Source: an optimization exercise on an open RTL-to-GDS flow (aim: small area). Production flows keep margins and buffers that such runs may drop. In this exercise RTL edits were held to simulation tests only and were not proved equivalent to the original. No activity file was given, so power comes from the tool's default toggle rates.

--- flow/run.sh ---
#!/bin/bash
# synth_recipe.tcl (not shown) runs the flow's synth.tcl, then flattens the netlist and writes it again
# the make line also repeats each setting of config.mk as NAME=value (left out here)
make -C /OpenROAD-flow-scripts/flow DESIGN_CONFIG=/design/flow/config.mk WORK_HOME=/design/flow/orfs CLKGATE_MAP_FILE= SYNTH_SCRIPT=/design/flow/synth_recipe.tcl finish
--- flow/config.mk ---
export PLATFORM = sky130hd
export DESIGN_NAME = pong_top
export DESIGN_NICKNAME = pong_top
export VERILOG_FILES = /design/flow/design.v
export SDC_FILE = /design/flow/constraint.sdc
export NUM_CORES = 4
export LEC_CHECK = 0
export CAP_MARGIN = 20
export CORE_MARGIN = 2
export CORE_UTILIZATION = 60
export CTS_BUF_LIST = sky130_fd_sc_hd__clkbuf_8
export CTS_CLUSTER_SIZE = 20
export SLEW_MARGIN = 20
--- flow/constraint.sdc ---
create_clock -name core_clock -period 40.0 [get_ports {i_Clk}]
set_input_delay 8.0000 -clock core_clock [delete_from_list [all_inputs] [get_ports {i_Clk}]]
set_output_delay 8.0000 -clock core_clock [all_outputs]
set_load 0.01 [all_outputs]
--- flow/design.v ---
module Debounce_Switch
    (input i_Clk,
    input i_Rst,
    input i_Switch,
    output o_Switch);
    reg r_State;
    reg [7:0] r_Count;
    wire [7:0] w_Next = {r_Count[6:0], ~(r_Count[7] ^ r_Count[5] ^ r_Count[4] ^ r_Count[3])};
    always @(posedge i_Clk) begin
        if (i_Rst) begin
            r_Count <= 0;
            r_State <= 1'b0;
        end else if (r_Count == 8'b11011000) begin
            r_Count <= 0;
            r_State <= i_Switch;
        end else if (i_Switch != r_State)
            r_Count <= w_Next;
        else
            r_Count <= 0;
    end
    assign o_Switch = r_State;
endmodule
module pong_top
(
    input i_Clk,                 
    input i_Rst,                 
    input i_UART_RX,
    output o_UART_TX,
    input i_Switch_1,
    input i_Switch_2,
    input i_Switch_3,
    input i_Switch_4,
    output o_LED_1,
    output o_LED_2,
    output o_LED_3,
    output o_LED_4,
    output o_Segment1_A,
    output o_Segment1_B,
    output o_Segment1_C,
    output o_Segment1_D,
    output o_Segment1_E,
    output o_Segment1_F,
    output o_Segment1_G,
    output o_Segment2_A,
    output o_Segment2_B,
    output o_Segment2_C,
    output o_Segment2_D,
    output o_Segment2_E,
    output o_Segment2_F,
    output o_Segment2_G,
    output o_VGA_HSync,
    output o_VGA_VSync,
    output o_VGA_Red_0,
    output o_VGA_Red_1,
    output o_VGA_Red_2,
    output o_VGA_Grn_0,
    output o_VGA_Grn_1,
    output o_VGA_Grn_2,
    output o_VGA_Blu_0,
    output o_VGA_Blu_1,
    output o_VGA_Blu_2
);
    assign o_LED_1 = 1'b0;
    assign o_LED_2 = 1'b0;
    assign o_LED_3 = 1'b0;
    assign o_LED_4 = 1'b0;
    function [9:0] inc10;
        input [9:0] a;
        integer i;
        reg c;
        begin
            c = 1'b1;
            for (i = 0; i < 10; i = i + 1) begin
                inc10[i] = a[i] ^ c;
                c = c & a[i];
            end
        end
    endfunction
    function [9:0] updn10;
        input [9:0] a;
        input dn;
        integer i;
        reg c;
        begin
            c = 1'b1;
            for (i = 0; i < 10; i = i + 1) begin
                updn10[i] = a[i] ^ c;
                c = c & (a[i] ^ dn);
            end
        end
    endfunction
    function [9:0] sub10;
        input [9:0] a;
        input [9:0] b;
        integer i;
        reg c;
        begin
            c = 1'b1;
            for (i = 0; i < 10; i = i + 1) begin
                sub10[i] = a[i] ^ ~b[i] ^ c;
                c = (a[i] & ~b[i]) | (c & (a[i] | ~b[i]));
            end
        end
    endfunction
    wire w_Switch_1, w_Switch_2, w_Switch_3, w_Switch_4;
    Debounce_Switch debounce_switch_1(.i_Clk(i_Clk), .i_Rst(i_Rst), .i_Switch(i_Switch_1), .o_Switch(w_Switch_1));
    Debounce_Switch debounce_switch_2(.i_Clk(i_Clk), .i_Rst(i_Rst), .i_Switch(i_Switch_2), .o_Switch(w_Switch_2));
    Debounce_Switch debounce_switch_3(.i_Clk(i_Clk), .i_Rst(i_Rst), .i_Switch(i_Switch_3), .o_Switch(w_Switch_3));
    Debounce_Switch debounce_switch_4(.i_Clk(i_Clk), .i_Rst(i_Rst), .i_Switch(i_Switch_4), .o_Switch(w_Switch_4));
    reg [3:0] r_rx_phase;
    reg [7:0] r_rx_count;
    reg [7:0] r_rx_byte;
    wire w_rx_end = (r_rx_count == 8'b01110011);
    wire [7:0] w_rx_next = {r_rx_count[6:0], ~(r_rx_count[7] ^ r_rx_count[5] ^ r_rx_count[4] ^ r_rx_count[3])};
    wire w_rx_dv = (r_rx_phase == 4'd11);
    always @(posedge i_Clk) begin
        if (i_Rst)
            r_rx_phase <= 4'd0;
        else if (r_rx_phase == 4'd0) begin
            if (!i_UART_RX) begin
                r_rx_phase <= 4'd1;
                r_rx_count <= 8'b10010000;
            end
        end else if (r_rx_phase == 4'd11)
            r_rx_phase <= 4'd0;
        else if (w_rx_end) begin
            r_rx_count <= 8'd0;
            r_rx_phase <= r_rx_phase + 1'b1;
            if (r_rx_phase != 4'd10)
                r_rx_byte <= {i_UART_RX, r_rx_byte[7:1]};
        end else
            r_rx_count <= w_rx_next;
    end
    reg [3:0] r_tx_phase;
    reg [7:0] r_tx_count;
    reg [7:0] r_tx_byte;
    reg r_tx_serial;
    wire w_tx_end = (r_tx_count == 8'b10111001);
    wire [7:0] w_tx_next = {r_tx_count[6:0], ~(r_tx_count[7] ^ r_tx_count[5] ^ r_tx_count[4] ^ r_tx_count[3])};
    always @(posedge i_Clk) begin
        if (i_Rst) begin
            r_tx_phase <= 4'd0;
            r_tx_serial <= 1'b1;
        end else if (r_tx_phase == 4'd0) begin
            r_tx_serial <= 1'b1;
            if (w_rx_dv) begin
                r_tx_byte <= r_rx_byte;
                r_tx_count <= 8'd0;
                r_tx_phase <= 4'd1;
            end
        end else if (r_tx_phase == 4'd11)
            r_tx_phase <= 4'd0;
        else begin
            if (r_tx_phase == 4'd1)
                r_tx_serial <= 1'b0;
            else if (r_tx_phase == 4'd10)
                r_tx_serial <= 1'b1;
            else
                r_tx_serial <= r_tx_byte[r_tx_phase[2:0] - 3'd2];
            if (w_tx_end) begin
                r_tx_count <= 8'd0;
                r_tx_phase <= r_tx_phase + 1'b1;
            end else
                r_tx_count <= w_tx_next;
        end
    end
    assign o_UART_TX = r_tx_serial;
    reg [9:0] r_x;
    reg [9:0] r_y;
    wire w_x_last = r_x[9] & r_x[8] & (&r_x[4:0]);       
    wire w_y_last = r_y[9] & r_y[3] & r_y[2];             
    always @(posedge i_Clk) begin
        if (i_Rst) begin
            r_x <= 0;
            r_y <= 0;
        end else if (w_x_last) begin
            r_x <= 0;
            if (w_y_last)
                r_y <= 0;
            else
                r_y <= inc10(r_y);
        end else
            r_x <= inc10(r_x);
    end
    wire w_x_active = ~(r_x[9] & (r_x[8] | r_x[7]));                   
    wire w_y_active = ~(r_y[9] | (r_y[8] & r_y[7] & r_y[6] & r_y[5]));   
    assign o_VGA_HSync = (r_x < 658) | (r_x >= 750);
    assign o_VGA_VSync = ~(r_y[9:1] == 9'd245);                        
    reg [3:0] r_div;
    reg [8:0] r_paddle_1;
    reg [8:0] r_paddle_2;
    reg [9:0] r_ball_x;
    reg [8:0] r_ball_y;
    reg r_dx_p, r_dx_n, r_dy_p, r_dy_n;
    reg r_rx_p, r_rx_n, r_ry_p, r_ry_n;
    reg [3:0] r_sd1;
    reg [3:0] r_sd2;
    reg r_zero;
    reg r_inc1, r_inc2;
    reg r_game_over;
    reg r_flash_state;
    reg [13:0] r_flash;
    wire [13:0] w_flash_next = {r_flash[12:0], ~(r_flash[13] ^ r_flash[12] ^ r_flash[11] ^ r_flash[1]) ^ (&r_flash[12:0])};
    wire [3:0] w_score_1 = r_zero ? 4'd0 : (r_inc1 ? inc10({6'd0, r_sd1}) : r_sd1);
    wire [3:0] w_score_2 = r_zero ? 4'd0 : (r_inc2 ? inc10({6'd0, r_sd2}) : r_sd2);
    wire w_tick = (&r_div) & (&r_x[4:0]);
    wire w_win = (w_score_1[3] & w_score_1[0]) | (w_score_2[3] & w_score_2[0]);
    wire w_bx_right_edge = r_ball_x[9] & r_ball_x[7];         
    wire w_bx_left_edge = (r_ball_x == 0);
    wire [8:0] w_hit_pad = r_dx_p ? r_paddle_2 : r_paddle_1;
    wire [9:0] w_hit_d = sub10({1'b0, r_ball_y}, {1'b0, w_hit_pad});
    wire w_hit_y = (w_hit_d < 100) | (w_hit_d >= 1005);
    wire w_hit = w_hit_y & (r_dx_p ? (r_ball_x >= 620) : (r_ball_x <= 20));
    wire w_by_bottom = r_ball_y[8] & r_ball_y[7] & r_ball_y[6] & r_ball_y[3] & r_ball_y[2];   
    wire w_by_top = (r_ball_y == 0);
    wire w_goal_1 = r_dx_p & w_bx_right_edge;
    wire w_goal_2 = r_dx_n & w_bx_left_edge;
    wire w_tick_play = ~i_Rst & ~w_rx_dv & ~r_game_over & ~w_win & w_tick;
    wire [9:0] w_bx_step = updn10(r_ball_x, r_dx_n ^ w_hit);
    wire [9:0] w_by_step = updn10({1'b0, r_ball_y}, r_dy_p ? w_by_bottom : ~w_by_top);
    wire [9:0] w_p1_step = updn10({1'b0, r_paddle_1}, w_Switch_1);
    wire [9:0] w_p2_step = updn10({1'b0, r_paddle_2}, w_Switch_3);
    wire w_p1_limit_lo = (r_paddle_1 == 0);
    wire w_p1_limit_hi = r_paddle_1[8] & r_paddle_1[6] & r_paddle_1[5] & r_paddle_1[4] & r_paddle_1[3] & r_paddle_1[2];   
    wire w_p2_limit_lo = (r_paddle_2 == 0);
    wire w_p2_limit_hi = r_paddle_2[8] & r_paddle_2[6] & r_paddle_2[5] & r_paddle_2[4] & r_paddle_2[3] & r_paddle_2[2];
    always @(posedge i_Clk) begin
        if (&r_x[4:0]) r_div <= r_div + 1'b1;
        r_sd1 <= w_score_1;
        r_sd2 <= w_score_2;
        r_inc1 <= w_tick_play & w_goal_1;
        r_inc2 <= w_tick_play & w_goal_2;
        r_zero <= i_Rst | w_rx_dv;
        if (i_Rst) begin
            r_div <= 0;
            r_paddle_1 <= 190;
            r_paddle_2 <= 190;
            r_ball_x <= 310;
            r_ball_y <= 230;
            r_dx_p <= 1'b1; r_dx_n <= 1'b0;
            r_dy_p <= 1'b1; r_dy_n <= 1'b0;
            r_rx_p <= 1'b1; r_rx_n <= 1'b0;
            r_ry_p <= 1'b1; r_ry_n <= 1'b0;
            r_game_over <= 1'b0;
            r_flash <= 0;
            r_flash_state <= 1'b0;
        end else if (w_rx_dv) begin
            r_paddle_1 <= 190;
            r_paddle_2 <= 190;
            r_ball_x <= 310;
            r_ball_y <= 230;
            r_dx_p <= r_rx_p; r_dx_n <= r_rx_n;
            r_dy_p <= r_ry_p; r_dy_n <= r_ry_n;
            r_game_over <= 1'b0;
        end else if (r_game_over) begin
            r_flash <= w_flash_next;
            if (r_flash == 14'b10000000000000)
                r_flash_state <= ~r_flash_state;
        end else if (w_win)
            r_game_over <= 1'b1;
        else if (w_tick) begin
            r_rx_p <= (r_ball_x < 310);
            r_rx_n <= (r_ball_x > 310);
            r_ry_p <= (r_ball_y < 230);
            r_ry_n <= (r_ball_y > 230);
            if (r_dx_p | r_dx_n) begin
                if (w_goal_1 | w_goal_2) begin
                    r_ball_x <= 320;
                    r_dx_p <= w_goal_2; r_dx_n <= w_goal_1;
                end else begin
                    r_ball_x <= w_bx_step;
                    r_dx_p <= r_dx_p ^ w_hit; r_dx_n <= r_dx_n ^ w_hit;
                end
            end
            if (r_dy_p | r_dy_n) begin
                r_ball_y <= w_by_step[8:0];
                if (r_dy_p ? w_by_bottom : w_by_top) begin
                    r_dy_p <= r_dy_n; r_dy_n <= r_dy_p;
                end
            end else if (w_goal_1 | w_goal_2) begin
                r_ball_y <= 240;
                r_dy_p <= (r_ball_y < 240);
                r_dy_n <= (r_ball_y > 240);
            end
            if (w_Switch_1 ? ~w_p1_limit_lo : (w_Switch_2 & ~w_p1_limit_hi))
                r_paddle_1 <= w_p1_step[8:0];
            if (w_Switch_3 ? ~w_p2_limit_lo : (w_Switch_4 & ~w_p2_limit_hi))
                r_paddle_2 <= w_p2_step[8:0];
        end
    end
    wire w_r_sd1_A = (r_sd1[1]) | (r_sd1[3]) | (r_sd1[0] & r_sd1[2]) | (~r_sd1[0] & ~r_sd1[2]);
    wire w_r_sd1_B = (~r_sd1[2]) | (~r_sd1[0] & ~r_sd1[1]) | (r_sd1[0] & r_sd1[1]);
    wire w_r_sd1_C = (~r_sd1[1]) | (r_sd1[2]) | (r_sd1[0]);
    wire w_r_sd1_D = (~r_sd1[0] & ~r_sd1[2]) | (r_sd1[3]) | (r_sd1[1] & ~r_sd1[2]) | (~r_sd1[0] & r_sd1[1]) | (r_sd1[0] & ~r_sd1[1] & r_sd1[2]);
    wire w_r_sd1_E = (~r_sd1[0] & ~r_sd1[2]) | (~r_sd1[0] & r_sd1[1]);
    wire w_r_sd1_F = (~r_sd1[0] & ~r_sd1[1]) | (r_sd1[3]) | (~r_sd1[1] & r_sd1[2]) | (~r_sd1[0] & r_sd1[2]);
    wire w_r_sd1_G = (r_sd1[3]) | (~r_sd1[0] & r_sd1[2]) | (r_sd1[1] & ~r_sd1[2]) | (~r_sd1[1] & r_sd1[2]);
    wire w_r_sd2_A = (r_sd2[1]) | (r_sd2[3]) | (r_sd2[0] & r_sd2[2]) | (~r_sd2[0] & ~r_sd2[2]);
    wire w_r_sd2_B = (~r_sd2[2]) | (~r_sd2[0] & ~r_sd2[1]) | (r_sd2[0] & r_sd2[1]);
    wire w_r_sd2_C = (~r_sd2[1]) | (r_sd2[2]) | (r_sd2[0]);
    wire w_r_sd2_D = (~r_sd2[0] & ~r_sd2[2]) | (r_sd2[3]) | (r_sd2[1] & ~r_sd2[2]) | (~r_sd2[0] & r_sd2[1]) | (r_sd2[0] & ~r_sd2[1] & r_sd2[2]);
    wire w_r_sd2_E = (~r_sd2[0] & ~r_sd2[2]) | (~r_sd2[0] & r_sd2[1]);
    wire w_r_sd2_F = (~r_sd2[0] & ~r_sd2[1]) | (r_sd2[3]) | (~r_sd2[1] & r_sd2[2]) | (~r_sd2[0] & r_sd2[2]);
    wire w_r_sd2_G = (r_sd2[3]) | (~r_sd2[0] & r_sd2[2]) | (r_sd2[1] & ~r_sd2[2]) | (~r_sd2[1] & r_sd2[2]);
    wire w_flash_on = r_game_over & r_flash_state;
    assign o_Segment1_A = ~w_r_sd1_A | w_flash_on;
    assign o_Segment1_B = ~w_r_sd1_B | w_flash_on;
    assign o_Segment1_C = ~w_r_sd1_C | w_flash_on;
    assign o_Segment1_D = ~w_r_sd1_D | w_flash_on;
    assign o_Segment1_E = ~w_r_sd1_E | w_flash_on;
    assign o_Segment1_F = ~w_r_sd1_F | w_flash_on;
    assign o_Segment1_G = ~w_r_sd1_G | w_flash_on;
    assign o_Segment2_A = ~w_r_sd2_A | w_flash_on;
    assign o_Segment2_B = ~w_r_sd2_B | w_flash_on;
    assign o_Segment2_C = ~w_r_sd2_C | w_flash_on;
    assign o_Segment2_D = ~w_r_sd2_D | w_flash_on;
    assign o_Segment2_E = ~w_r_sd2_E | w_flash_on;
    assign o_Segment2_F = ~w_r_sd2_F | w_flash_on;
    assign o_Segment2_G = ~w_r_sd2_G | w_flash_on;
    wire w_pad_col_1 = (r_x < 20);
    wire w_pad_col_2 = (r_x >= 620);
    wire [8:0] w_pad = w_pad_col_1 ? r_paddle_1 : r_paddle_2;
    wire [9:0] w_pad_dy = sub10(r_y, {1'b0, w_pad});
    wire [9:0] w_ball_dx = sub10(r_x, r_ball_x);
    wire [9:0] w_ball_dy = sub10(r_y, {1'b0, r_ball_y});
    wire w_paddle_on = (w_pad_col_1 | w_pad_col_2) && (w_pad_dy < 100);
    wire w_ball_on = ~r_game_over && (w_ball_dx < 20) && (w_ball_dy < 20);
    wire w_digit_x = ((r_x[9:5] == 5'd9) | (r_x[9:5] == 5'd10)) & ~(r_x[4] & r_x[3]);
    wire w_digit_y = (r_y >= 20) & (r_y < 60);
    wire [3:0] w_digit = r_x[6] ? w_score_2 : w_score_1;
    wire w_row_0 = (~r_y[4]) | (r_y[2] & r_y[3]) | (~r_y[2] & ~r_y[3]);
    wire w_row_1 = (r_y[2] & r_y[3]) | (~r_y[2] & ~r_y[3]);
    wire w_row_2 = (r_y[4] & r_y[5]) | (r_y[2] & r_y[3] & r_y[5]);
    wire w_digit_pix = (~w_row_1 & w_digit[1] & ~w_digit[2]) | (~r_x[3] & ~w_digit[0] & ~w_digit[1] & ~w_digit[2]) | (~w_row_1 & w_digit[0] & ~w_digit[1] & w_digit[2]) | (~w_row_1 & ~w_row_2 & w_digit[3]) | (r_x[4] & w_digit[0] & w_digit[1]) | (~w_row_1 & ~w_digit[0] & w_digit[1]) | (r_x[3] & w_digit[0] & ~w_digit[1] & ~w_digit[2] & ~w_digit[3]) | (r_x[4] & w_row_2 & w_digit[2]) | (r_x[4] & w_digit[3]) | (~w_row_0 & ~w_digit[0] & ~w_digit[2]) | (~w_row_0 & ~w_row_2 & w_digit[1]) | (~r_x[3] & ~w_row_2 & ~w_digit[0] & ~w_digit[1]) | (~r_x[3] & ~r_x[4] & ~w_digit[0] & w_digit[1] & w_digit[2]) | (~r_x[3] & ~w_row_2 & w_digit[3]) | (r_x[4] & ~w_row_2 & w_digit[1] & ~w_digit[2]) | (w_row_0 & ~w_row_1 & ~w_digit[1] & w_digit[2]) | (~r_x[3] & ~r_x[4] & ~w_row_2 & ~w_digit[1] & w_digit[2]) | (~r_x[3] & ~r_x[4] & w_row_2 & ~w_digit[0] & w_digit[1]);
    wire w_digit_on = w_digit_x & w_digit_y & w_digit_pix;
    wire w_pixel = w_x_active & w_y_active & (w_paddle_on | w_ball_on | w_digit_on);
    assign {o_VGA_Red_0, o_VGA_Red_1, o_VGA_Red_2} = {3{w_pixel}};
    assign {o_VGA_Grn_0, o_VGA_Grn_1, o_VGA_Grn_2} = {3{w_pixel}};
    assign {o_VGA_Blu_0, o_VGA_Blu_1, o_VGA_Blu_2} = {3{w_pixel}};
endmodule
==> flow_summary_export.csv, run 1 <==
group,metric,value,unit
cts,clk_pin_slew,0.10,ns
routing,wl_per_cell,15.70,um
routing,drtIter0Drc,466,
floorplanning,die_h,133.6,um
finish,antennaDiodeCount,0,
setup_path,rrSetupSlack,34.12,ns
setup_path,reg2reg_from,"r_dx_p",
yosys,async_reset_ff_share,0,%
setup_path,worstSetupEndpoint,"o_VGA_Red_0",
timing,final.setup.tns,0,ns
yosys,yosys-top-cells-area,"dfxtp_1, edfxtp_1, fa_1",
cts,cts_tree,"built",
run_status,outcome,"no timing/DRC/antenna violations",
timing,fin_ws,25.03,ns
setup_path,critPathRequiredTime,32.00,ns
yosys,avgSynthCellArea,9.089,um^2
power,combPwrFrac,6.7,%
run,cap_violations,0,
routing,ant_nets,0,
cts,cts_sinks,173,
power,p_int,0.2391,mW
setup_path,cp_common_cell,"fa_1",
finish,area_growth,6.349,%
placed_design,place_inst,1296,
routing,met3_wirelength,807,um
finish,fin_cells,1328,
finish,layout_common_cells,"dfxtp_1, nand2_1, nor2_1, a21oi_1, inv_1",
cts,cts_buffers,17,
setup_path,r2r-end,"r_ball_x[5]",
timing,finalClockSkew,0.01735,ns
setup_path,crit_slowest_cell,"o32ai_1",
grt,antenna_found_initial,0,
grt,grt_max_degree,41,
grt,grt_pass1_wl,35000,um
setup_path,startpoint,"r_x[3]",
placed_design,hpwl,15320,um
power,p_seq_share,57.4,%
timing,final-hold-violation-count,0,
setup_path,worstSetupPathType,"flip-flop to primary output",
floorplanning,initial_core_util,61.16,%
yosys,yosysTopAreaCellShare,28.03,%
floorplanning,die_w,133.6,um
grt,grt_pass1_vias,7149,
finish,nets,1173,
timing,worstMarginPinSlew,1.128,ns
yosys,synth_edf_count,32,
cts,cts-root-buf,"clkbuf_8",
timing,max_freq,0.06680,GHz
floorplanning,dieArea,0.01784,mm^2
cts,clk_latency,0.46,ns
routing,firstDrtPassIters,5,
timing,fin_crit,14.97,ns
cts,clockBufferDepth,2,
routing,vias,7626,
finish,layout_commonest_cell,"dfxtp_1",
yosys,synth_cells,1108,
yosys,yosysUniqueCellTypes,79,
cts,cts_resized,0,
finish,drive_gt1_share,6.588,%
setup_path,setup.worst_path.start_class,"flip-flop",
timing,slew-limit-headroom,24.57,%
yosys,ys.flop_type,"dfxtp_1",
cts,postCtsSetupBuffers,0,
cts,htree_levels,4,
placed_design,place_ws,25.59,ns
power,peakVddDrop,0.03232,mV
grt,grt.overflow.total,0,
routing,vias_per_cell,5.742,
timing,rsz0062_at_grt,"no",
timing,drv_slew,0,
routing,top_layer,"met4",
setup_path,cp_max_fo,10,
setup_path,critical-path-max-stage-delay,0.91,ns
grt,grt_usage,24.30,%
power,p_switching,0.08698,mW
floorplanning,rows,47,
yosys,synth_area,0.01007,mm^2
finish,final_util,65.05,%
power,p_leak,4.088,nW
floorplanning,core,0.01647,mm^2
min_path,worstHoldPathType,"flip-flop to flip-flop",
yosys,synth_area_leader_cell,"dfxtp_1",
timing,finalSetupViolCount,0,
placed_design,port_buffers,32,
setup_path,worst_ep_arrival_time,6.97,ns
setup_path,reg2reg_depth,18,
setup_path,worstSetupEndpointType,"primary output",
placed_design,gp_congestion,0.9180,
yosys,synth-seq-area-share,37.57,%
floorplanning,ios,37,
cts,hold_buffers,0,
routing,dr_wl_met2,9458,um
routing,wirelength,20850,um
routing,drt-met1-wl,10250,um
routing,drc_errors,0,
timing,period_share,37.42,%
power,powerDensity,30.44,mW/mm^2
yosys,ys_warn_count,2,
power,p_clk_share,35.9,%
setup_path,crit_chain,"o21ai_0 > nand2_1 > or4_1 > mux2i_1 > o22ai_1 > nand2_1 > fa_1 > inv_1 > fa_1 > fa_1 > fa_1 > fa_1 > fa_1 > inv_1 > fa_1 > nand4b_1 > a21oi_1 > a21oi_1 > o32ai_1 > clkdlybuf4s50_1",
yosys,ys_ff_latch,173,
power,swShare,26.68,%
-- cells by family (layout without fill, tap and decap cells) --
| family | Yosys count | after routing | synth area share, % |
|---|---|---|---|
| and+or+nand+nor | 429 | 429 | 22.26 |
| AOI/OAI and AO/OA | 197 | 197 | 12.52 |
| DFF | 173 | 173 | 37.57 |
| buffers and inverters | 125 | 122 | 5.653 |
| adders and majority gates | 72 | 72 | 11.08 |
| xor gates and xnor gates | 69 | 69 | 6.187 |
| muxes | 42 | 42 | 4.684 |
| other | 1 | 4 | 0.03724 |
-- synthesized netlist by cell type, types with 28 or more instances --
master,count
mux2i_1,28
nor2_1,91
clkbuf_1,33
edfxtp_1,32
a21oi_1,66
o21ai_0,47
nor3_1,35
inv_1,53
and2_1,44
xor2_1,33
fa_1,29
xnor2_1,35
nand2_1,110
dfxtp_1,141
nand3_1,31
ha_1,42
-- stage by stage --
step / cell area [um^2] / hold WS (ns) / total power [mW]
floorplan: 10080 / 0.4003 / 0.2080
global placement: 10340 / 0.4020 / 0.2129
detailed placement: 10340 / 0.4152 / 0.2131
CTS: 10710 / 0.4400 / 0.3294
global route: 10710 / 0.4555 / 0.3402
finish: 10710 / 0.4365 / 0.3261
-- flip-flops by register name (all words and copies together), names as in the netlist, 4 cells and up --
register and cells:
r_paddle_2 9, r_tx_phase 4, r_ball_y 9, debounce_switch_4.r_Count 8
debounce_switch_2.r_Count 8, debounce_switch_3.r_Count 8, r_sd2 4, r_tx_byte 8
r_x 10, r_rx_count 8, r_flash 14, r_rx_byte 8
r_ball_x 10, r_y 10, r_tx_count 8, r_div 4
debounce_switch_1.r_Count 8, r_paddle_1 9, r_rx_phase 4, r_sd1 4
-- per-layer routing --
layer / vias to the layer above / GRT usage [%]
li1: 3828 / -
met1: 3611 / 33.95
met2: 158 / 38.49
met3: 29 / 5.137
met4: 0 / 6.678
met5: - / 0
-- worst min path at each step --
stage | startpoint | endpoint | slack, ns | cells past startpoint
2_1_floorplan | r_rx_byte[0] | r_tx_byte[0] | 0.40 | 0
3_3_place_gp | r_rx_byte[0] | r_tx_byte[0] | 0.40 | 0
3_5_place_dp | r_rx_byte[0] | r_tx_byte[0] | 0.42 | 0
4_1_cts | r_rx_byte[0] | r_tx_byte[0] | 0.44 | 0
5_1_grt | r_rx_byte[0] | r_tx_byte[0] | 0.46 | 0
6_report | r_rx_byte[0] | r_tx_byte[0] | 0.44 | 0
-- worst max-delay path: cells and delay by family (launching register included) --
| family | cells | cell delay, ns |
|---|---|---|
| adders and majority gates | 7 | 2.53 |
| DFF | 1 | 0.42 |
| muxes | 1 | 0.28 |
| buffers and inverters | 3 | 0.83 |
| and+or+nand+nor | 4 | 1.05 |
| AOI/OAI and AO/OA | 5 | 1.40 |
-- power groups by stage --
stage	clock network (mW)	logic [mW]	registers (mW)
2_1_floorplan	0	0.0181	0.190
3_3_place_gp	0	0.0218	0.191
3_5_place_dp	0	0.0219	0.191
4_1_cts	0.120	0.0222	0.187
5_1_grt	0.127	0.0252	0.188
6_report	0.117	0.0220	0.187
-- area by class of cell --
| type | instances | area [um^2] |
|---|---|---|
| clock buffer | 18 | 247.7 |
| clock inverter | 14 | 121.4 |
| fill | 1423 | 5756 |
| inverter | 54 | 202.7 |
| multi-input combinational | 813 | 5734 |
| sequential | 173 | 3784 |
| tap | 220 | 275.3 |
| timing repair buffer | 36 | 345.3 |
==> inputs of run 2 (changes only) <==
--- a/flow/design.v
+++ b/flow/design.v
@@ -112,21 +112,22 @@
     reg [7:0] r_rx_byte;
     wire w_rx_end = (r_rx_count == 8'b01110011);
     wire [7:0] w_rx_next = {r_rx_count[6:0], ~(r_rx_count[7] ^ r_rx_count[5] ^ r_rx_count[4] ^ r_rx_count[3])};
-    wire w_rx_dv = (r_rx_phase == 4'd11);
+    wire w_rx_idle = (r_rx_phase == 4'd2);
+    wire w_rx_dv = (r_rx_phase == 4'd1);
     always @(posedge i_Clk) begin
         if (i_Rst)
-            r_rx_phase <= 4'd0;
-        else if (r_rx_phase == 4'd0) begin
+            r_rx_phase <= 4'd2;
+        else if (w_rx_idle) begin
             if (!i_UART_RX) begin
-                r_rx_phase <= 4'd1;
+                r_rx_phase <= 4'd7;
                 r_rx_count <= 8'b10010000;
             end
-        end else if (r_rx_phase == 4'd11)
-            r_rx_phase <= 4'd0;
+        end else if (w_rx_dv)
+            r_rx_phase <= 4'd2;
         else if (w_rx_end) begin
             r_rx_count <= 8'd0;
             r_rx_phase <= r_rx_phase + 1'b1;
-            if (r_rx_phase != 4'd10)
+            if (r_rx_phase != 4'd0)
                 r_rx_byte <= {i_UART_RX, r_rx_byte[7:1]};
         end else
             r_rx_count <= w_rx_next;
@@ -137,26 +138,23 @@
     reg r_tx_serial;
     wire w_tx_end = (r_tx_count == 8'b10111001);
     wire [7:0] w_tx_next = {r_tx_count[6:0], ~(r_tx_count[7] ^ r_tx_count[5] ^ r_tx_count[4] ^ r_tx_count[3])};
+    wire w_tx_idle = (r_tx_phase == 4'd2);
     always @(posedge i_Clk) begin
+        if (w_tx_idle)
+            r_tx_byte <= r_rx_byte;
         if (i_Rst) begin
-            r_tx_phase <= 4'd0;
+            r_tx_phase <= 4'd2;
             r_tx_serial <= 1'b1;
-        end else if (r_tx_phase == 4'd0) begin
+        end else if (w_tx_idle) begin
             r_tx_serial <= 1'b1;
             if (w_rx_dv) begin
-                r_tx_byte <= r_rx_byte;
                 r_tx_count <= 8'd0;
-                r_tx_phase <= 4'd1;
+                r_tx_phase <= 4'd7;
             end
-        end else if (r_tx_phase == 4'd11)
-            r_tx_phase <= 4'd0;
+        end else if (r_tx_phase == 4'd1)
+            r_tx_phase <= 4'd2;
         else begin
-            if (r_tx_phase == 4'd1)
-                r_tx_serial <= 1'b0;
-            else if (r_tx_phase == 4'd10)
-                r_tx_serial <= 1'b1;
-            else
-                r_tx_serial <= r_tx_byte[r_tx_phase[2:0] - 3'd2];
+            r_tx_serial <= r_tx_phase[3] ? r_tx_byte[r_tx_phase[2:0]] : (r_tx_phase != 4'd7);
             if (w_tx_end) begin
                 r_tx_count <= 8'd0;
                 r_tx_phase <= r_tx_phase + 1'b1;
@@ -207,10 +205,8 @@
     wire w_win = (w_score_1[3] & w_score_1[0]) | (w_score_2[3] & w_score_2[0]);
     wire w_bx_right_edge = r_ball_x[9] & r_ball_x[7];         
     wire w_bx_left_edge = (r_ball_x == 0);
-    wire [8:0] w_hit_pad = r_dx_p ? r_paddle_2 : r_paddle_1;
-    wire [9:0] w_hit_d = sub10({1'b0, r_ball_y}, {1'b0, w_hit_pad});
-    wire w_hit_y = (w_hit_d < 100) | (w_hit_d >= 1005);
-    wire w_hit = w_hit_y & (r_dx_p ? (r_ball_x >= 620) : (r_ball_x <= 20));
+    reg r_hit_y;
+    wire w_hit = r_hit_y & (r_dx_p ? (r_ball_x >= 620) : (r_ball_x <= 20));
     wire w_by_bottom = r_ball_y[8] & r_ball_y[7] & r_ball_y[6] & r_ball_y[3] & r_ball_y[2];   
     wire w_by_top = (r_ball_y == 0);
     wire w_goal_1 = r_dx_p & w_bx_right_edge;
@@ -318,9 +314,13 @@
     assign o_Segment2_F = ~w_r_sd2_F | w_flash_on;
     assign o_Segment2_G = ~w_r_sd2_G | w_flash_on;
     wire w_pad_col_1 = (r_x < 20);
-    wire w_pad_col_2 = (r_x >= 620);
-    wire [8:0] w_pad = w_pad_col_1 ? r_paddle_1 : r_paddle_2;
-    wire [9:0] w_pad_dy = sub10(r_y, {1'b0, w_pad});
+    wire w_pad_col_2 = (r_x >= 620) & w_x_active;
+    wire w_pad_free = ~(w_pad_col_1 | w_pad_col_2);
+    wire [8:0] w_pad = (w_pad_free ? r_dx_p : ~w_pad_col_1) ? r_paddle_2 : r_paddle_1;
+    wire [9:0] w_pad_dy = sub10(w_pad_free ? {1'b0, r_ball_y} : r_y, {1'b0, w_pad});
+    always @(posedge i_Clk)
+        if (w_pad_free)
+            r_hit_y <= (w_pad_dy < 100) | (w_pad_dy >= 1005);
     wire [9:0] w_ball_dx = sub10(r_x, r_ball_x);
     wire [9:0] w_ball_dy = sub10(r_y, {1'b0, r_ball_y});
     wire w_paddle_on = (w_pad_col_1 | w_pad_col_2) && (w_pad_dy < 100);
--- a/flow/config.mk
+++ b/flow/config.mk
@@ -8,6 +8,7 @@
 export CAP_MARGIN = 20
 export CORE_MARGIN = 2
 export CORE_UTILIZATION = 60
-export CTS_BUF_LIST = sky130_fd_sc_hd__clkbuf_8
-export CTS_CLUSTER_SIZE = 20
+export CTS_BUF_LIST = sky130_fd_sc_hd__clkbuf_16
+export CTS_CLUSTER_DIAMETER = 150
+export CTS_CLUSTER_SIZE = 50
 export SLEW_MARGIN = 20
==> flow_summary_export.csv, run 2 <==
group,metric,value,unit
finish,layout_common_cells,"dfxtp_1, nand2_1, nor2_1, a21oi_1, inv_1",
setup_path,worstSetupEndpointType,"primary output",
setup_path,critPathRequiredTime,32.00,ns
yosys,synth_top_family_by_area,"simple AND/OR/NAND/NOR gates",
cts,cts_tree,"built",
grt,grt_max_degree,38,
setup_path,setup.worst_path.start_class,"flip-flop",
routing,vias_per_cell,5.820,
setup_path,worstSetupPathType,"flip-flop to primary output",
placed_design,place_ws,25.34,ns
floorplanning,initial_core_util,61.56,%
grt,grt.overflow.total,0,
power,swShare,28.09,%
routing,wirelength,20870,um
cts,htree_levels,4,
yosys,ys_ff_latch,174,
yosys,synth_area_leader_cell,"dfxtp_1",
yosys,yosys-top-cells-area,"dfxtp_1, edfxtp_1, ha_1",
timing,final-hold-violation-count,0,
grt,antenna_found_initial,0,
timing,fin_crit,15.18,ns
timing,final.setup.tns,0,ns
grt,grt_pass1_vias,7076,
floorplanning,rows,46,
yosys,synth_mux_area_share,3.825,%
routing,drc_errors,0,
setup_path,cp_max_fo,12,
power,powerDensity,40.42,mW/mm^2
floorplanning,core,0.01589,mm^2
yosys,synth_commonest_cells,"dfxtp_1, nand2_1, nor2_1, a21oi_1, inv_1",
timing,finalSetupViolCount,0,
timing,worstMarginPinSlew,1.024,ns
routing,drtIter0Drc,601,
placed_design,hpwl,15000,um
finish,largest_register,"r_flash",
yosys,synth_cells,1085,
yosys,ys.flop_type,"dfxtp_1",
yosys,synthXorXnorAreaFrac,6.180,%
cts,cts-root-buf,"clkbuf_16",
placed_design,port_buffers,32,
timing,slew-limit-headroom,31.24,%
cts,clk_latency,0.44,ns
finish,drive_gt1_share,5.769,%
floorplanning,die_h,131.7,um
yosys,yosys.area_share.adder,9.954,%
yosys,avgSynthCellArea,9.013,um^2
yosys,synth-compound-area-share,13.27,%
finish,antennaDiodeCount,0,
setup_path,worst_ep_arrival_time,7.17,ns
timing,max_freq,0.06590,GHz
finish,nets,1149,
timing,period_share,37.94,%
finish,final_util,67.33,%
run,cap_violations,0,
floorplanning,ios,37,
power,p_clk_share,37.7,%
cts,postCtsSetupBuffers,0,
floorplanning,dieArea,0.01734,mm^2
finish,fin_cells,1308,
power,p_leak,4.150,nW
placed_design,gp_congestion,0.9155,
yosys,async_reset_ff_share,0,%
grt,grt_usage,24.86,%
yosys,synth-seq-area-share,39.00,%
yosys,yosysTopAreaCellShare,28.86,%
cts,clockBufferDepth,2,
yosys,ys_warn_count,2,
cts,hold_buffers,0,
min_path,worstHoldPathType,"flip-flop to flip-flop",
routing,vias,7612,
routing,ant_nets,0,
power,p_seq_share,49.0,%
grt,grt_pass1_wl,35140,um
cts,cts_resized,0,
setup_path,crit_chain,"a21oi_1 > nor3_1 > nand2_1 > nand2_1 > a21oi_1 > mux2_2 > ha_1 > inv_1 > fa_1 > fa_1 > fa_1 > inv_1 > fa_1 > fa_1 > fa_1 > fa_1 > inv_1 > fa_1 > inv_1 > o311ai_0 > nor3_1 > a21oi_1 > o22ai_1 > clkdlybuf4s50_1",
power,p_switching,0.1214,mW
cts,cts_buffers,17,
setup_path,critPathBufInv,5,
placed_design,place_inst,1276,
yosys,yosysUniqueCellTypes,81,
yosys,yosys.cell_count.top_type,"dfxtp_1",
power,p_int,0.3109,mW
timing,finalClockSkew,0.009489,ns
timing,fin_ws,24.83,ns
setup_path,crit_slowest_cell,"a21oi_1",
setup_path,critical-path-max-stage-delay,0.78,ns
power,combPwrFrac,13.4,%
timing,rsz0062_at_grt,"no",
finish,largest_reg_flops,14,
timing,drv_slew,0,
yosys,synth_edf_count,33,
yosys,synth-simple-area-share,22.44,%
routing,wl_per_cell,15.95,um
run_status,outcome,"no timing/DRC/antenna violations",
yosys,synth_area,0.009779,mm^2
finish,layout_commonest_cell,"dfxtp_1",
setup_path,cp_top_family,"adder cells",
floorplanning,die_w,131.7,um
cts,cts_sinks,174,
setup_path,cp_common_cell,"fa_1",
routing,firstDrtPassIters,5,
power,peakVddDrop,0.02834,mV
cts,clk_pin_slew,0.07,ns
finish,area_growth,9.366,%
==> run 2: changes by cell type after synthesis, sizes merged, moves of 5 or more <==
cell / previous run / this run
nand2: 111 / 104
nand3b: 5 / 0
nor4b: 0 / 5
buf: 36 / 27
or3: 7 / 14
fa: 29 / 22
nor3: 37 / 28
o211ai: 4 / 10
==> run 2: worst paths after layout <==
kind           startpoint      endpoint  slack [ns]  cells past startpoint
max reg2reg        r_x[4]       r_hit_y       34.43                     21
min reg2reg  r_rx_byte[0]  r_tx_byte[0]        0.44                      0
max                r_x[4]   o_VGA_Grn_2       24.83                     24
min          r_rx_byte[0]  r_tx_byte[0]        0.44                      0
==> run 2: power by group through the flow <==
stage               Combinational [mW]  Sequential [mW]  Clock (mW)
floorplan                       0.0473            0.210           0
global placement                0.0568            0.215           0
detailed placement              0.0577            0.216           0
CTS                             0.0581            0.212       0.166
global route                    0.0659            0.214       0.174
finish                          0.0578            0.212       0.163
==> run 2: cell families (layout without fill, tap and decap cells) <==
logic type,Yosys count,in the layout
simple gates,419,419
compound gates,203,203
flops,174,174
buf+inv,120,124
xor+xnor,69,69
fa+ha+maj,65,65
mux,34,34
other cells,1,4
==> run 2: cell type report <==
type	instances	area, um^2
clock inverters	15	150.1
repair buffers	38	360.3
fillers	1355	5190
flip-flops and latches	174	3814
inverters	54	202.7
clock buffers	17	425.4
well taps	216	270.3
multi-input cells	794	5473
==> run 2: per-layer routing <==
metal / wire length, um / vias to the layer above / GRT usage (%)
met3: 784 / 40 / 4.668
met2: 9970 / 171 / 40.95
met4: 389 / 0 / 7.428
met5: 0 / - / 0
li1: - / 3804 / -
met1: 9725 / 3597 / 33.33
==> run 2: per-stage QoR <==
step | instance area (um^2) | hold slack (ns) | total power [mW]
2_1_floorplan | 9791 | 0.4003 | 0.2578
3_3_place_gp | 10110 | 0.4110 | 0.2717
3_5_place_dp | 10110 | 0.4351 | 0.2733
4_1_cts | 10680 | 0.4533 | 0.4353
5_1_grt | 10700 | 0.4628 | 0.4534
6_report | 10700 | 0.4403 | 0.4323
==> inputs of run 3 (changes only) <==
--- a/flow/config.mk
+++ b/flow/config.mk
@@ -8,7 +8,7 @@
 export CAP_MARGIN = 20
 export CORE_MARGIN = 2
 export CORE_UTILIZATION = 60
-export CTS_BUF_LIST = sky130_fd_sc_hd__clkbuf_16
-export CTS_CLUSTER_DIAMETER = 150
-export CTS_CLUSTER_SIZE = 50
+export CTS_BUF_LIST = sky130_fd_sc_hd__clkbuf_8
+export CTS_CLUSTER_DIAMETER = 80
+export CTS_CLUSTER_SIZE = 30
 export SLEW_MARGIN = 20
==> flow_summary_export.csv, run 3 <==
group,metric,value,unit
routing,firstDrtPassIters,5,
setup_path,r2r-end,"r_hit_y",
timing,finalSetupViolCount,0,
cts,clk_pin_slew,0.10,ns
finish,area_growth,7.408,%
timing,drv_slew,0,
yosys,synth-seq-area-share,39.00,%
yosys,yosys.cell_count.top_type,"dfxtp_1",
floorplanning,die_h,131.7,um
grt,grt_usage,24.38,%
yosys,ys.flop_type,"dfxtp_1",
setup_path,critPathBufInv,5,
timing,fin_ws,24.78,ns
cts,clockBufferDepth,2,
setup_path,cp_max_fo,12,
finish,drive_gt1_share,5.769,%
grt,grt_pass1_vias,7036,
finish,layout_commonest_cell,"dfxtp_1",
placed_design,place_ws,25.34,ns
yosys,ys_ff_latch,174,
power,combPwrFrac,14.8,%
cts,clk_latency,0.47,ns
cts,cts_resized,0,
power,p_int,0.2742,mW
power,p_clk_share,30.9,%
yosys,synth_cells,1085,
routing,vias,7604,
finish,layout_common_cells,"dfxtp_1, nand2_1, nor2_1, a21oi_1, inv_1",
cts,cts_buffers,17,
power,swShare,29.56,%
placed_design,port_buffers,32,
cts,cts-root-buf,"clkbuf_8",
finish,largest_register,"r_flash",
run_status,outcome,"no timing/DRC/antenna violations",
timing,final-hold-violation-count,0,
finish,largest_reg_flops,14,
timing,period_share,38.06,%
yosys,yosysUniqueCellTypes,81,
timing,slew-limit-headroom,30.69,%
finish,regArea,0.003814,mm^2
run,cap_violations,0,
setup_path,crit_chain,"a21oi_1 > nor3_1 > nand2_1 > nand2_1 > a21oi_1 > mux2_2 > ha_1 > inv_1 > fa_1 > fa_1 > fa_1 > inv_1 > fa_1 > fa_1 > fa_1 > fa_1 > inv_1 > fa_1 > inv_1 > o311ai_0 > nor3_1 > a21oi_1 > o22ai_1 > clkdlybuf4s50_1",
yosys,synth_edf_count,33,
yosys,ys_warn_count,2,
floorplanning,rows,46,
finish,final_cell_area,0.01050,mm^2
power,peakVddDrop,0.02302,mV
routing,drtIter0Drc,562,
finish,fillers,1370,
setup_path,crit_slowest_cell,"a21oi_1",
cts,cts_tree,"built",
yosys,yosys-top-cells-area,"dfxtp_1, edfxtp_1, ha_1",
setup_path,reg2reg_from,"r_x[3]",
cts,cts_sinks,174,
routing,vias_per_cell,5.813,
setup_path,cp_common_cell,"fa_1",
finish,antennaDiodeCount,0,
power,p_leak,4.063,nW
floorplanning,initial_core_util,61.56,%
min_path,whs_path_depth,0,
floorplanning,core,0.01589,mm^2
floorplanning,die_w,131.7,um
finish,final_util,66.12,%
timing,max_freq,0.06569,GHz
setup_path,critical-path-max-stage-delay,0.78,ns
setup_path,rrSetupSlack,34.42,ns
finish,nets,1149,
yosys,synth_commonest_cells,"dfxtp_1, nand2_1, nor2_1, a21oi_1, inv_1",
placed_design,gp_congestion,0.9155,
setup_path,worstSetupEndpointType,"primary output",
yosys,async_reset_ff_share,0,%
finish,multi_input_area,0.005473,mm^2
setup_path,cp_top_family,"adder cells",
setup_path,critPathRequiredTime,32.00,ns
setup_path,worstSetupEndpoint,"o_VGA_Grn_2",
placed_design,postPlaceCellArea,0.01011,mm^2
setup_path,startpoint,"r_x[3]",
power,p_seq_share,54.3,%
yosys,avgSynthCellArea,9.013,um^2
timing,rsz0062_at_grt,"no",
routing,wirelength,20550,um
timing,worstMarginPinSlew,1.032,ns
floorplanning,ios,37,
timing,final.setup.tns,0,ns
setup_path,worstSetupPathType,"flip-flop to primary output",
yosys,synth_area,0.009779,mm^2
setup_path,worst_ep_arrival_time,7.22,ns
grt,antenna_found_initial,0,
grt,grt_pass1_wl,34560,um
yosys,yosysTopAreaCellShare,28.86,%
cts,hold_buffers,0,
placed_design,hpwl,15000,um
routing,ant_nets,0,
floorplanning,dieArea,0.01734,mm^2
cts,htree_levels,4,
yosys,synth_area_leader_cell,"dfxtp_1",
routing,wl_per_cell,15.71,um
routing,drc_errors,0,
setup_path,path_depth,24,
setup_path,setup.worst_path.start_class,"flip-flop",
cts,postCtsSetupBuffers,0,
timing,fin_crit,15.22,ns
grt,grt.overflow.total,0,
power,powerDensity,37.06,mW/mm^2
setup_path,reg2reg_depth,21,
power,p_switching,0.1151,mW
min_path,worstHoldPathType,"flip-flop to flip-flop",
timing,finalClockSkew,0.01730,ns
grt,grt_max_degree,38,
-- run 3: changes by cell type in the layout (fill, tap and decap cells not counted) --
cell	previous run	this run
clkbuf_16	17	0
clkbuf_8	0	17
-- run 3: per-layer routing --
layer	wire length [um]	global-route usage (%)	vias up	part of all wire [%]
li1	-	-	3785	-
met1	9714	32.75	3609	47
met2	9661	39.76	168	47
met3	749	4.051	42	3.6
met4	425	8.816	0	2.1
met5	0	0	-	0
-- run 3: cell families (layout without fill, tap and decap cells) --
kind of cell | count (synthesis) | after routing | share of synthesized area [%]
buffers and inverters | 120 | 124 | 5.297
and+or+nand+nor | 419 | 419 | 22.44
xor gates and xnor gates | 69 | 69 | 6.180
muxes | 34 | 34 | 3.825
adders and majority gates | 65 | 65 | 9.954
AOI/OAI and AO/OA | 203 | 203 | 13.27
DFF | 174 | 174 | 39.00
other | 1 | 4 | 0.03835
-- run 3: layout make-up --
class / instances / area share [%]
Timing Repair Buffer: 38 / 3.431
Sequential cell: 174 / 36.31
Tap cell: 216 / 2.573
Inverter: 54 / 1.930
Clock buffer: 17 / 2.228
Multi-Input combinational cell: 794 / 52.10
Clock inverter: 15 / 1.429
-- run 3: worst min-delay path by stage --
stage / endpoint / start / slack [ns]
2_1_floorplan: r_tx_byte[0] / r_rx_byte[0] / 0.40
3_3_place_gp: r_tx_byte[0] / r_rx_byte[0] / 0.41
3_5_place_dp: r_tx_byte[0] / r_rx_byte[0] / 0.44
4_1_cts: r_rx_byte[3] / r_rx_byte[4] / 0.46
5_1_grt: r_tx_byte[4] / r_rx_byte[4] / 0.47
6_report: r_tx_byte[0] / r_rx_byte[0] / 0.45
-- run 3: worst reg2reg max path, delay by kind of cell, from the launching register on --
kind            cells  cell delay (ns)
flops               1             0.45
fa+ha+maj           9             2.69
compound gates      3             1.16
buf+inv             4             0.27
mux                 2             0.62
simple gates        3             0.22
-- run 3: power by group through the flow --
stage / registers [mW] / clock network (mW) / logic (mW)
detailed placement: 0.216 / 0 / 0.0577
CTS: 0.212 / 0.124 / 0.0580
global route: 0.214 / 0.130 / 0.0659
floorplan: 0.210 / 0 / 0.0473
finish: 0.212 / 0.120 / 0.0576
global placement: 0.215 / 0 / 0.0568
-- run 3: through the flow --
step	power (mW)	cells	hold slack, ns
6_report	0.3893	1308	0.4476
5_1_grt	0.4098	1308	0.4673
4_1_cts	0.3931	1308	0.4573
3_5_place_dp	0.2733	1276	0.4351
3_3_place_gp	0.2717	1276	0.4110
2_1_floorplan	0.2578	1088	0.4003
==> inputs of run 4 (changes only) <==
==> flow/flow/run.sh (new file) <==
#!/bin/bash
# Standard layout, with the port buffers made from the smallest buffer cell.
set -euo pipefail
export BUFFER_PORTS_ARGS="-buffer_cell sky130_fd_sc_hd__buf_1"
bash standard.sh > standard.log 2>&1
==> flow/standard.sh (new file) <==
#!/bin/bash
# synth_recipe.tcl (not shown) runs the flow's synth.tcl, then flattens the netlist and writes it again
# the make line also repeats each setting of config.mk as NAME=value (left out here)
make -C /OpenROAD-flow-scripts/flow DESIGN_CONFIG=/design/flow/config.mk WORK_HOME=/design/flow/orfs CLKGATE_MAP_FILE= SYNTH_SCRIPT=/design/flow/synth_recipe.tcl "${@:-finish}"
--- a/flow/config.mk
+++ b/flow/config.mk
@@ -9,6 +9,5 @@
 export CORE_MARGIN = 2
 export CORE_UTILIZATION = 60
 export CTS_BUF_LIST = sky130_fd_sc_hd__clkbuf_8
-export CTS_CLUSTER_DIAMETER = 80
-export CTS_CLUSTER_SIZE = 30
+export CTS_CLUSTER_SIZE = 20
 export SLEW_MARGIN = 20
removed: flow/run.sh
==> flow_summary_export.csv, run 4 <==
group,metric,value,unit
run_status,outcome,"no timing/DRC/antenna violations",
routing,wirelength,20470,um
floorplanning,rows,46,
grt,grt_usage,24.14,%
setup_path,worstSetupEndpointType,"primary output",
power,p_switching,0.1144,mW
grt,grt.overflow.total,0,
floorplanning,core,0.01589,mm^2
grt,grt_max_degree,39,
run,cap_violations,0,
timing,hold_ws,0.4483,ns
floorplanning,ios,37,
setup_path,worstSetupPathType,"flip-flop to primary output",
yosys,yosysUniqueCellTypes,81,
placed_design,postPlaceCellArea,0.009892,mm^2
timing,finalClockSkew,0.01131,ns
finish,final_cell_area,0.01031,mm^2
timing,fin_crit,14.72,ns
placed_design,hpwl,14960,um
setup_path,worst_ep_arrival_time,6.72,ns
routing,drtIter0Drc,506,
power,swShare,29.30,%
finish,area_growth,5.386,%
finish,multi_input_area,0.005480,mm^2
cts,htree_levels,4,
finish,largest_register,"r_flash",
power,p_int,0.2760,mW
yosys,yosysTopAreaCellShare,28.86,%
power,peakVddDrop,0.02766,mV
finish,antennaDiodeCount,0,
cts,cts_buffers,17,
finish,largest_reg_flops,14,
setup_path,setup.worst_path.start_class,"flip-flop",
floorplanning,die_w,131.7,um
cts,clk_pin_slew,0.10,ns
yosys,synth_edf_count,33,
routing,vias,7564,
power,powerDensity,37.88,mW/mm^2
yosys,synth_cells,1085,
yosys,ys_warn_count,2,
placed_design,gp_congestion,0.8832,
finish,layout_common_cells,"dfxtp_1, nand2_1, nor2_1, a21oi_1, inv_1",
power,combPwrFrac,14.6,%
cts,cts_sinks,174,
finish,final_util,64.88,%
yosys,yosys.cell_count.top_type,"dfxtp_1",
cts,hold_buffers,0,
finish,fillers,1444,
cts,cts_resized,0,
min_path,worstHoldPathType,"flip-flop to flip-flop",
grt,grt_pass1_wl,34130,um
timing,rsz0062_at_grt,"no",
timing,drv_slew,0,
cts,clockBufferDepth,2,
yosys,yosys-top-cells-area,"dfxtp_1, edfxtp_1, ha_1",
setup_path,cp_max_fo,12,
yosys,synth_commonest_cells,"dfxtp_1, nand2_1, nor2_1, a21oi_1, inv_1",
floorplanning,initial_core_util,61.56,%
grt,antenna_found_initial,0,
placed_design,port_buffers,32,
finish,nets,1146,
yosys,synth_area,0.009779,mm^2
finish,regArea,0.003814,mm^2
timing,final-hold-violation-count,0,
routing,vias_per_cell,5.796,
setup_path,critPathRequiredTime,32.00,ns
routing,firstDrtPassIters,5,
finish,drive_gt1_share,5.693,%
timing,slew-limit-headroom,30.76,%
cts,cts-root-buf,"clkbuf_8",
yosys,synth_area_leader_cell,"dfxtp_1",
timing,max_freq,0.06793,GHz
power,p_leak,3.984,nW
power,p_seq_share,54.1,%
routing,drc_errors,0,
cts,cts_tree,"built",
yosys,synth-seq-area-share,39.00,%
cts,clk_latency,0.47,ns
routing,ant_nets,0,
routing,wl_per_cell,15.69,um
grt,grt_pass1_vias,6996,
floorplanning,die_h,131.7,um
floorplanning,dieArea,0.01734,mm^2
timing,final.setup.tns,0,ns
yosys,avgSynthCellArea,9.013,um^2
timing,period_share,36.81,%
timing,worstMarginPinSlew,1.031,ns
power,p_clk_share,31.3,%
yosys,ys.flop_type,"dfxtp_1",
yosys,async_reset_ff_share,0,%
finish,layout_commonest_cell,"dfxtp_1",
yosys,ys_ff_latch,174,
cts,postCtsSetupBuffers,0,
timing,finalSetupViolCount,0,
## run 4: layout make-up
cell class / instances / share of cell area (%)
Multi-Input combinational cell: 794 / 53.17
Sequential cell: 174 / 37.00
Tap cell: 216 / 2.622
Clock buffer: 18 / 2.404
Inverter: 54 / 1.967
Clock inverter: 14 / 1.433
Timing Repair Buffer: 35 / 1.396
## run 4: cells by family after synthesis
group	after synthesis	share of synthesized area, %
compound gates	203	13.27
mux	34	3.825
other cells	1	0.03835
flops	174	39.00
buf+inv	120	5.297
simple gates	419	22.44
fa+ha+maj	65	9.954
xor+xnor	69	6.180
## run 4: through the flow
| step | worst slack (ns) | power, mW | instances |
|---|---|---|---|
| 5_1_grt | 24.77 | 0.4118 | 1305 |
| 3_5_place_dp | 25.83 | 0.2720 | 1273 |
| 3_3_place_gp | 25.97 | 0.2713 | 1273 |
| 2_1_floorplan | 26.33 | 0.2578 | 1088 |
| 4_1_cts | 25.30 | 0.3947 | 1305 |
| 6_report | 25.28 | 0.3904 | 1305 |
## run 4: layer usage
metal / vias to the layer above / routed length, um / global-route usage [%]
met1: 3601 / 9893 / 32.55
met5: - / 0 / 0
met2: 152 / 9659 / 39.79
met4: 0 / 323 / 7.790
li1: 3786 / - / -
met3: 25 / 594 / 3.897
## run 4: critical path: stages (launching register included)
cell and delay (ns):
dfxtp_1 0.45, a21oi_1 0.20, nor3_1 0.09, nand2_1 0.07, nand2_1 0.05, a21oi_1 0.79
mux2_2 0.42, ha_1 0.17, inv_1 0.06, fa_1 0.22, fa_1 0.21, fa_1 0.18
inv_1 0.05, fa_1 0.39, fa_1 0.40, fa_1 0.40, fa_1 0.37, inv_1 0.08
fa_1 0.40, inv_1 0.07, o311ai_0 0.15, nor3_1 0.21, a21oi_1 0.06, o22ai_1 0.55
buf_1 0.22
## run 4: path summary, 6_finish.rpt
path,from,to,slack (ns),depth (start not counted)
setup / recovery,r_x[3],o_VGA_Grn_2,25.28,24
hold / removal,r_rx_byte[0],r_tx_byte[0],0.45,0
setup reg to reg,r_x[3],r_hit_y,34.44,21
hold reg to reg,r_rx_byte[0],r_tx_byte[0],0.45,0
## run 4: power groups by stage
| stage | clock network (mW) | logic [mW] | registers, mW |
|---|---|---|---|
| floorplan | 0 | 0.0473 | 0.210 |
| global placement | 0 | 0.0561 | 0.215 |
| detailed placement | 0 | 0.0566 | 0.215 |
| CTS | 0.126 | 0.0570 | 0.211 |
| global route | 0.132 | 0.0653 | 0.214 |
| finish | 0.122 | 0.0570 | 0.211 |
==> inputs of run 5 (changes only) <==
==> flow/flow/run.sh (replaced) <==
#!/bin/bash
# Standard layout, with the port buffers made from the smallest buffer cell
# and larger clock-tree sink clusters.
set -euo pipefail
export BUFFER_PORTS_ARGS="-buffer_cell sky130_fd_sc_hd__buf_1"
export CTS_ARGS="-sink_clustering_enable -repair_clock_nets -sink_clustering_size 40 -sink_clustering_max_diameter 200 -buf_list sky130_fd_sc_hd__clkbuf_8 -sink_buffer_max_cap_derate 1.0"
bash standard.sh > standard.log 2>&1
==> flow_summary_export.csv, run 5 <==
group,metric,value,unit
run_status,outcome,"no timing/DRC/antenna violations",
yosys,async_reset_ff_share,0,%
setup_path,worst_ep_arrival_time,6.72,ns
min_path,worstHoldPathType,"flip-flop to flip-flop",
setup_path,startpoint,"r_x[3]",
timing,final.setup.tns,0,ns
floorplanning,initial_core_util,61.56,%
yosys,synth_commonest_cells,"dfxtp_1, nand2_1, nor2_1, a21oi_1, inv_1",
yosys,yosysTopAreaCellShare,28.86,%
cts,clk_latency,0.47,ns
yosys,ys_warn_count,2,
routing,wl_per_cell,15.69,um
routing,firstDrtPassIters,5,
finish,antennaDiodeCount,0,
setup_path,cp_max_fo,12,
cts,hold_buffers,0,
cts,postCtsSetupBuffers,0,
yosys,avgSynthCellArea,9.013,um^2
yosys,synth_mux_area_share,3.825,%
yosys,synth_edf_count,33,
timing,period_share,36.81,%
setup_path,worstSetupEndpoint,"o_VGA_Grn_2",
routing,drtIter0Drc,506,
finish,final_cell_area,0.01031,mm^2
cts,cts-root-buf,"clkbuf_8",
yosys,yosys.cell_count.top_type,"dfxtp_1",
cts,cts_resized,0,
yosys,synth_top_family_by_area,"simple AND/OR/NAND/NOR gates",
setup_path,critPathBufInv,5,
placed_design,place_ws,25.83,ns
setup_path,crit_chain,"a21oi_1 > nor3_1 > nand2_1 > nand2_1 > a21oi_1 > mux2_2 > ha_1 > inv_1 > fa_1 > fa_1 > fa_1 > inv_1 > fa_1 > fa_1 > fa_1 > fa_1 > inv_1 > fa_1 > inv_1 > o311ai_0 > nor3_1 > a21oi_1 > o22ai_1 > buf_1",
timing,final-hold-violation-count,0,
setup_path,reg2reg_depth,21,
yosys,synth_cells,1085,
finish,largest_register,"r_flash",
routing,vias,7564,
routing,met3_wirelength,594,um
floorplanning,core,0.01589,mm^2
cts,cts_tree,"built",
timing,rsz0062_at_grt,"no",
routing,drt-met1-wl,9893,um
timing,fin_ws,25.28,ns
yosys,ys.flop_type,"dfxtp_1",
floorplanning,ios,37,
yosys,synth-simple-area-share,22.44,%
yosys,synth-compound-area-share,13.27,%
power,power,0.3904,mW
timing,fin_crit,14.72,ns
power,peakVddDrop,0.02766,mV
cts,cts_buffers,17,
finish,nets,1146,
yosys,synth_area,0.009779,mm^2
placed_design,hpwl,14960,um
setup_path,worstSetupPathType,"flip-flop to primary output",
setup_path,reg2reg_from,"r_x[3]",
yosys,synth_area_leader_cell,"dfxtp_1",
timing,drv_slew,0,
setup_path,cp_top_family,"adder cells",
setup_path,critical-path-max-stage-delay,0.79,ns
run,cap_violations,0,
floorplanning,die_w,131.7,um
cts,clockBufferDepth,2,
setup_path,setup.worst_path.start_class,"flip-flop",
setup_path,critPathRequiredTime,32.00,ns
yosys,ys_ff_latch,174,
finish,drive_gt1_share,5.693,%
floorplanning,die_h,131.7,um
yosys,yosys.area_share.adder,9.954,%
cts,clk_pin_slew,0.10,ns
yosys,yosysUniqueCellTypes,81,
routing,top_layer,"met4",
cts,cts_sinks,174,
setup_path,worstSetupEndpointType,"primary output",
setup_path,rrSetupSlack,34.44,ns
finish,area_growth,5.386,%
grt,grt.overflow.total,0,
setup_path,crit_slowest_cell,"a21oi_1",
power,p_leak,3.984,nW
yosys,synth-seq-area-share,39.00,%
finish,largest_reg_flops,14,
placed_design,postPlaceCellArea,0.009892,mm^2
yosys,yosys-top-cells-area,"dfxtp_1, edfxtp_1, ha_1",
cts,htree_levels,4,
power,powerDensity,37.88,mW/mm^2
routing,dr_wl_met2,9659,um
routing,drc_errors,0,
floorplanning,dieArea,0.01734,mm^2
finish,layout_common_cells,"dfxtp_1, nand2_1, nor2_1, a21oi_1, inv_1",
setup_path,r2r-end,"r_hit_y",
floorplanning,rows,46,
setup_path,cp_common_cell,"fa_1",
routing,wirelength,20470,um
finish,layout_commonest_cell,"dfxtp_1",
grt,grt_max_degree,39,
routing,vias_per_cell,5.796,
timing,hold_ws,0.4483,ns
timing,finalSetupViolCount,0,
timing,worstMarginPinSlew,1.031,ns
grt,grt_usage,24.14,%
routing,ant_nets,0,
timing,finalClockSkew,0.01131,ns
placed_design,gp_congestion,0.8832,
timing,max_freq,0.06793,GHz
yosys,synthXorXnorAreaFrac,6.180,%
timing,slew-limit-headroom,30.76,%
grt,antenna_found_initial,0,
grt,grt_pass1_vias,6996,
setup_path,path_depth,24,
grt,grt_pass1_wl,34130,um
placed_design,port_buffers,32,
run 5: cell counts after synthesis:
No cell type changed its count.
run 5: where the power goes:
part	internal (mW)	leakage, nW	switching, mW
registers	0.199	1.46	0.0119
logic	0.0233	2.32	0.0338
clock network	0.0534	0.208	0.0688
total	0.276	3.98	0.114
run 5: worst min path at each step:
stage	end	startpoint	depth (start not counted)
after floorplan	r_tx_byte[0]	r_rx_byte[0]	0
after global placement	r_tx_byte[0]	r_rx_byte[0]	0
after detailed placement	r_tx_byte[0]	r_rx_byte[0]	0
after CTS	r_tx_byte[0]	r_rx_byte[0]	0
after global routing	r_tx_byte[0]	r_rx_byte[0]	0
final	r_tx_byte[0]	r_rx_byte[0]	0
run 5: routing by layer:
| metal | track usage (%) | vias to the layer above |
|---|---|---|
| met3 | 3.897 | 25 |
| met5 | 0 | - |
| met2 | 39.79 | 152 |
| met4 | 7.790 | 0 |
| li1 | - | 3786 |
| met1 | 32.55 | 3601 |
run 5: area by class of cell:
| class | instances | area (um^2) |
|---|---|---|
| Fill cell | 1444 | 5579 |
| Multi-Input combinational cell | 794 | 5480 |
| Sequential cell | 174 | 3814 |
| Tap cell | 216 | 270.3 |
| Clock buffer | 18 | 247.7 |
| Inverter | 54 | 202.7 |
| Clock inverter | 14 | 147.6 |
| Timing Repair Buffer | 35 | 143.9 |
run 5: kinds of logic (layout without fill, tap and decap cells):
kind of cell | after synthesis | count (layout)
AOI/OAI and AO/OA | 203 | 203
buffers and inverters | 120 | 121
DFF | 174 | 174
adders and majority gates | 65 | 65
xor gates and xnor gates | 69 | 69
muxes | 34 | 34
other | 1 | 4
and+or+nand+nor | 419 | 419
run 5: per-stage QoR:
step / util, % / instances
3_3_place_gp: 62.27 / 1273
6_report: 64.88 / 1305
5_1_grt: 64.88 / 1305
4_1_cts: 64.76 / 1305
2_1_floorplan: - / 1088
3_5_place_dp: 62.27 / 1273
==> inputs of run 6 (changes only) <==
==> flow/flow/run.sh (replaced) <==
#!/bin/bash
# Standard layout, with the port buffers made from the smallest buffer cell
# and larger clock-tree sink clusters.
set -euo pipefail
export BUFFER_PORTS_ARGS="-buffer_cell sky130_fd_sc_hd__buf_1"
export CTS_ARGS="-sink_clustering_enable -repair_clock_nets -sink_clustering_size 40 -sink_clustering_max_diameter 200 -buf_list sky130_fd_sc_hd__clkbuf_8 -sink_buffer_max_cap_derate 1.0 -root_buf sky130_fd_sc_hd__clkbuf_8 -sink_clustering_levels 1"
bash standard.sh > standard.log 2>&1
==> flow_summary_export.csv, run 6 <==
group,metric,value,unit
run_status,outcome,"no timing/DRC/antenna violations",
cts,cts_tree,"built",
yosys,ys.flop_type,"dfxtp_1",
placed_design,postPlaceCellArea,0.009892,mm^2
routing,drc_errors,0,
yosys,yosysUniqueCellTypes,81,
run,cap_violations,0,
setup_path,worstSetupPathType,"flip-flop to primary output",
timing,worstMarginPinSlew,1.031,ns
timing,final-hold-violation-count,0,
finish,fin_cells,1305,
cts,cts_resized,0,
floorplanning,ios,37,
placed_design,gp_congestion,0.8832,
finish,drive_gt1_share,5.693,%
timing,rsz0062_at_grt,"no",
timing,fin_crit,14.72,ns
finish,area_growth,5.386,%
placed_design,hpwl,14960,um
setup_path,worstSetupEndpointType,"primary output",
timing,max_freq,0.06793,GHz
power,peakVddDrop,0.02766,mV
routing,drtIter0Drc,506,
finish,multi_input_area,0.005480,mm^2
yosys,yosys.cell_count.top_type,"dfxtp_1",
yosys,synth_area_leader_cell,"dfxtp_1",
timing,period_share,36.81,%
cts,clockBufferDepth,2,
grt,grt_max_degree,39,
yosys,ys_warn_count,2,
yosys,synth-seq-area-share,39.00,%
routing,ant_nets,0,
floorplanning,dieArea,0.01734,mm^2
yosys,synth_edf_count,33,
timing,drv_slew,0,
floorplanning,die_w,131.7,um
yosys,avgSynthCellArea,9.013,um^2
yosys,yosys-top-cells-area,"dfxtp_1, edfxtp_1, ha_1",
yosys,yosysTopAreaCellShare,28.86,%
cts,clk_pin_slew,0.10,ns
finish,fillers,1444,
routing,vias,7564,
grt,grt_pass1_vias,6996,
timing,final.setup.tns,0,ns
yosys,synth_commonest_cells,"dfxtp_1, nand2_1, nor2_1, a21oi_1, inv_1",
finish,layout_commonest_cell,"dfxtp_1",
yosys,async_reset_ff_share,0,%
finish,final_cell_area,0.01031,mm^2
grt,grt.overflow.total,0,
run 6: cell counts in the layout (fill, tap and decap cells not counted):
Identical to the previous run, type by type.
run 6: metal layers:
layer / GRT usage [%] / wire, um / up-vias
li1: - / - / 3786
met1: 32.55 / 9893 / 3601
met2: 39.79 / 9659 / 152
met3: 3.897 / 594 / 25
met4: 7.790 / 323 / 0
met5: 0 / 0 / -
run 6: final cells by class:
type | instances | area share, %
Clock buffer | 18 | 2.404
Clock inverter | 14 | 1.433
Inverter | 54 | 1.967
Multi-Input combinational cell | 794 | 53.17
Sequential cell | 174 | 37.00
Tap cell | 216 | 2.622
Timing Repair Buffer | 35 | 1.396
run 6: final timing paths:
| kind | from | to | slack [ns] | depth (start not counted) |
|---|---|---|---|---|
| worst max-delay path | r_x[3] | o_VGA_Grn_2 | 25.28 | 24 |
| worst min-delay path | r_rx_byte[0] | r_tx_byte[0] | 0.45 | 0 |
| worst max register to register | r_x[3] | r_hit_y | 34.44 | 21 |
| worst min register to register | r_rx_byte[0] | r_tx_byte[0] | 0.45 | 0 |
run 6: critical path: stages, from the launching register on:
cell and delay [ns]:
dfxtp_1 0.45, a21oi_1 0.20, nor3_1 0.09, nand2_1 0.07
nand2_1 0.05, a21oi_1 0.79, mux2_2 0.42, ha_1 0.17
inv_1 0.06, fa_1 0.22, fa_1 0.21, fa_1 0.18
inv_1 0.05, fa_1 0.39, fa_1 0.40, fa_1 0.40
fa_1 0.37, inv_1 0.08, fa_1 0.40, inv_1 0.07
o311ai_0 0.15, nor3_1 0.21, a21oi_1 0.06, o22ai_1 0.55
buf_1 0.22
run 6: logic make-up after synthesis:
logic type	count (synthesis)	synth area share [%]
AOI/OAI and AO/OA	203	13.27
xor gates and xnor gates	69	6.180
adders and majority gates	65	9.954
buffers and inverters	120	5.297
DFF	174	39.00
muxes	34	3.825
other	1	0.03835
and+or+nand+nor	419	22.44
run 6: power by group:
| group | switching (mW) | total (mW) | leakage, nW | internal (mW) |
|---|---|---|---|---|
| clock | 0.0688 | 0.122 | 0.208 | 0.0534 |
| sequential | 0.0119 | 0.211 | 1.46 | 0.199 |
| combinational | 0.0338 | 0.0570 | 2.32 | 0.0233 |
| total | 0.114 | 0.390 | 3.98 | 0.276 |
run 6: per-stage QoR:
step | hold slack [ns] | utilization [%] | setup slack [ns] | total power, mW
final | 0.4483 | 64.88 | 25.28 | 0.3904
after global routing | 0.4639 | 64.88 | 24.77 | 0.4118
after CTS | 0.4479 | 64.76 | 25.30 | 0.3947
after detailed placement | 0.4232 | 62.27 | 25.83 | 0.2720
after global placement | 0.4174 | 62.27 | 25.97 | 0.2713
after floorplan | 0.4003 | - | 26.33 | 0.2578

Setup slack of run 6, layout unchanged: 25.278 ns with ideal ports, 25.237 ns with driving cells assumed (clock clkbuf_16, inputs buf_2), 25.740 ns with port delays also shifted by the 0.502 ns mid clock arrival.
